What follows belongs to an exercise in optimizing a design on an open flow for small area; a production flow would make more cautious choices. Function was checked by simulation only, so behaviour that the tests miss may differ from the original. The flow treats the clock pin as an ideal source, which a real chip does not have. No activity file was given, so power comes from the tool's default toggle rates.

## job 5208
==> flow/design.v (excerpt) <==
module top_ep4ce6 (
                input wire resetn,
                input wire clk50m,
                input wire uart_rx,
                input wire [3:0] sw,
                output wire uart_tx,
                output wire beep_o,
                output wire [4:0] led,
                output wire [7:0] seg7,
                output wire [3:0] seg_cs );
==> flow/config.mk <==
export PLATFORM = sky130hd
export DESIGN_NAME = top_ep4ce6
export DESIGN_NICKNAME = top_ep4ce6
export VERILOG_FILES = /design/flow/design.v
export SDC_FILE = /design/flow/constraint.sdc
export NUM_CORES = 4
export LEC_CHECK = 0
export CAP_MARGIN = 5
export CORE_MARGIN = 2
export CORE_UTILIZATION = 70
export PLACE_DENSITY = 0.8
export SLEW_MARGIN = 5
==> flow/constraint.sdc <==
create_clock -name core_clock -period 20.0 [get_ports {clk50m}]
set_input_delay 4.0000 -clock core_clock [delete_from_list [all_inputs] [get_ports {clk50m}]]
set_output_delay 4.0000 -clock core_clock [all_outputs]
set_load 0.01 [all_outputs]
standard.sh (not shown) runs the stock make flow with config.mk's settings and CLKGATE_MAP_FILE= SYNTH_SCRIPT=/design/flow/synth_recipe.tcl, a recipe that flattens the netlist after the stock synthesis.
==> flow/flow/run.sh <==
#!/bin/bash
# Layout flow: the standard ORFS flow (standard.sh), with two changes to
# how the gates are made, none to the registers:
#  - synthesis maps the logic with an area-oriented ABC script (flow/area.abc)
#    and without the half-adder extraction (ADDER_MAP_FILE empty);
#  - CTS does not add dummy balancing loads, and after CTS each clock buffer
#    is downsized where the register clock pins keep a slew well below the
#    limit (flow/downsize_clock.tcl);
#  - the ports get the smallest buffer (buf_1) instead of a delay buffer;
#  - the constant outputs share synthesis's single tie-low/tie-high cell
#    (SKIP_REPAIR_TIE_FANOUT).
# Each tool's output goes to a log file in this folder.
set -euo pipefail
here=$(pwd)
abc_script="$here/flow/area.abc"

# Synthesis script: synth_recipe.tcl with the ABC call redirected to area.abc.
{
  echo "proc abc {args} {"
  echo "  set i [lsearch -exact \$args -script]"
  echo "  if {\$i >= 0} { set args [lreplace \$args \$i [expr {\$i + 1}]] }"
  echo "  set i [lsearch -exact \$args -D]"
  echo "  if {\$i >= 0} { set args [lreplace \$args \$i [expr {\$i + 1}]] }"
  echo "  yosys abc -script $abc_script -D 20000 {*}\$args"
  echo "}"
  cat synth_recipe.tcl
} > area_synth.tcl

sed -e "s#SYNTH_SCRIPT=[^ ]*synth_recipe.tcl#SYNTH_SCRIPT=$here/area_synth.tcl ADDER_MAP_FILE=#" standard.sh > area_standard.sh
grep -q "area_synth.tcl ADDER_MAP_FILE=" area_standard.sh

export CTS_ARGS="-sink_clustering_enable -repair_clock_nets -dont_use_dummy_load"
export BUFFER_PORTS_ARGS="-buffer_cell sky130_fd_sc_hd__buf_1"
export POST_CTS_TCL="$here/flow/downsize_clock.tcl"
export SKIP_REPAIR_TIE_FANOUT=1
bash area_standard.sh finish > orfs_flow.log 2>&1
Other scripts of this flow, unchanged in this note and not shown: flow/flow/area.abc, flow/flow/downsize_clock.tcl
Job 5208 ran to completion and came out clean on the timing, design-rule and antenna checks.
Setup changes, job 5208 to job 8683
diff --git a/flow/config.mk b/flow/config.mk
--- a/flow/config.mk
+++ b/flow/config.mk
@@ -6,7 +6,7 @@
 export NUM_CORES = 4
 export LEC_CHECK = 0
-export CAP_MARGIN = 5
+export CAP_MARGIN = 20
 export CORE_MARGIN = 2
-export CORE_UTILIZATION = 70
-export PLACE_DENSITY = 0.8
-export SLEW_MARGIN = 5
+export CORE_UTILIZATION = 80
+export PLACE_DENSITY = 0.95
+export SLEW_MARGIN = 20
Job 8683: all stages complete, timing, DRC and antenna checks passed. Job 5208 completed every stage of the flow, and the final layout passed the timing, design-rule and antenna checks. For combinational group share of total power, job 5208 and job 8683 come out practically identical. Summary of job 8683 over job 5208: final total power comparable; worst-skew pair later-pin latency now smaller.
Input changes introduced in job 4538 (baseline for comparison: job 8683):
diff --git a/flow/config.mk b/flow/config.mk
--- a/flow/config.mk
+++ b/flow/config.mk
@@ -8,5 +8,5 @@
 export CAP_MARGIN = 20
 export CORE_MARGIN = 2
-export CORE_UTILIZATION = 80
-export PLACE_DENSITY = 0.95
+export CORE_UTILIZATION = 70
+export PLACE_DENSITY = 0.8
 export SLEW_MARGIN = 20
Findings:
- Job 4538: flow completed, timing, DRC and antenna clean
- In job 4538, core outline area is higher than in job 8683.
- Going from job 8683 to job 4538, final estimated routing congestion in global placement lower; critical-path maximum fanout held; worst hold slack across all endpoints went down 0.022 ns; design area moved up.
- Setup slack in job 4538 is larger than in job 8683.
- In the floorplan summary, job 4538 is listed with a die area greater than that of job 8683.

---

== v15 ==
top_ep4ce6, a different RTL version from the one above (not shown whole).
For scale: ~280 cells after synthesis, ~98 flip-flops, about 26 I/O pins, ~3500 sq um of cells after synthesis.
clock: 20.0 ns
lec_check: 0
cap_margin: 20
core_margin: 2
core_utilization: 70
place_density: 0.8
slew_margin: 20
==> flow/flow/area.abc <==
strash
dc2
strash
&get -n
&dch -f
&nf -R 1000
&put
strash
&get -n
&dch -f
&nf -R 1000
&put
strash
&get -n
&dch -f
&nf -R 1000
&put
strash
&get -n
&dch -f
&nf -R 1000
&put
strash
&get -n
&dch -f
&nf -R 1000
&put
==> flow/flow/downsize_clock.tcl <==
# POST_CTS hook: try a smaller cell for each clock buffer CTS placed and keep
# it only if every register clock pin still sees a slew below the limit
# (placement parasitics, with a margin for the routed layout).
set clk_slew_limit 0.112
proc clk_max_slew {} {
  estimate_parasitics -placement
  set mx 0
  foreach p [get_pins -hierarchical */CLK] {
    set s [get_property $p slew_max]
    if {$s > $mx} { set mx $s }
  }
  return $mx
}
set db [ord::get_db]
set before [clk_max_slew]
puts "downsize_clock: max clock pin slew before [format %.4f $before]"
set bufs {}
foreach inst [[ord::get_db_block] getInsts] {
  set m [[$inst getMaster] getName]
  if {[string match "sky130_fd_sc_hd__clkbuf_*" $m] && [string match "clkbuf_*" [$inst getName]]} {
    lappend bufs $inst
  }
}
foreach inst $bufs {
  set orig [[$inst getMaster] getName]
  foreach smaller {sky130_fd_sc_hd__clkbuf_2 sky130_fd_sc_hd__clkbuf_4} {
    if {$smaller eq $orig} { break }
    $inst swapMaster [$db findMaster $smaller]
    set s [clk_max_slew]
    if {$s <= $clk_slew_limit} {
      puts "downsize_clock: [$inst getName] $orig -> $smaller (max slew [format %.4f $s])"
      break
    }
    $inst swapMaster [$db findMaster $orig]
  }
}
puts "downsize_clock: max clock pin slew after [format %.4f [clk_max_slew]]"
detailed_placement
Scripts as last shown in full above: flow/flow/run.sh
#### Input delta (v56 over v15)
==> flow/flow/area.abc <==
strash
dc2
strash
&get -n
&dch -f
&nf -R 1000
&put
strash
&get -n
&dch -f
&nf -R 1000
&put
--- outcome ---
v56 reached the final stage; the timing, design-rule and antenna checks on its layout passed. v15 was carried through to the last stage, and its layout satisfied the timing, design-rule and antenna checks. Routed length on met3 for v56: about 60% up relative to v15. As far as clock buffer count in the final layout goes, v56 and v15 are indistinguishable; the numbers are identical. v56 vs. v15: layout buffer count excluding clock buffers grew by 1; routing usage on met3 rose by 3.4 points.
#### Input delta (v22 over v56)
-- flow/flow/area.abc --
<<< v56, line 13
>>> v22, line 13
strash
&get -n
&dch -f
&nf -R 1000
&put
Notes after the runs:
v22 completed every stage of the flow, and the final layout passed the timing, design-rule and antenna checks. Against v56 as the reference, v22 delivers a lower register-to-register slack. Number of non-filler instances in the completed layout, v56 and v22: larger value in v56. Slew of the pin with the lowest slew margin delta for v22 relative to v56: 0.19 ns higher. v22: power share of the clock group is 0.4 points higher than what v56 reported.

-- separate check: timing with driven ports --
In the flow no input, the clock included, has a driving cell. The finished layouts below were timed again as built, in two steps.
Step 1 (the two cells are an assumption about what drives the block):
set clk [get_ports {clk50m}]
set_driving_cell -lib_cell sky130_fd_sc_hd__clkbuf_16 $clk
set_driving_cell -lib_cell sky130_fd_sc_hd__buf_2 [delete_from_list [all_inputs] $clk]
Step 2 times the ports against the registers' clock, not the clock port: input delays grow and output delays shrink by t, the midpoint of the rising clock arrivals with the driver on.
Three values: ideal, step 1, step 2; two values: the first two.
run	t (ns)	slack for setup (ns)	pins driven straight from the clock port
job 5208	0.506	11.552 / 11.529 / 11.529	1
job 8683	0.483	11.527 / 11.498 / 11.498	1
job 4538	0.506	11.552 / 11.529 / 11.529	1
v15	0.512	11.552 / 11.529 / 11.529	1
v56	0.548	11.586 / 11.563 / 11.563	1
v22	0.512	11.577 / 11.556 / 11.556	1
After both steps setup and hold are still met in every run listed. For job 8683, which loses most, drivers alone change the setup slack by -0.029 ns; drivers and shift together by -0.029 ns.
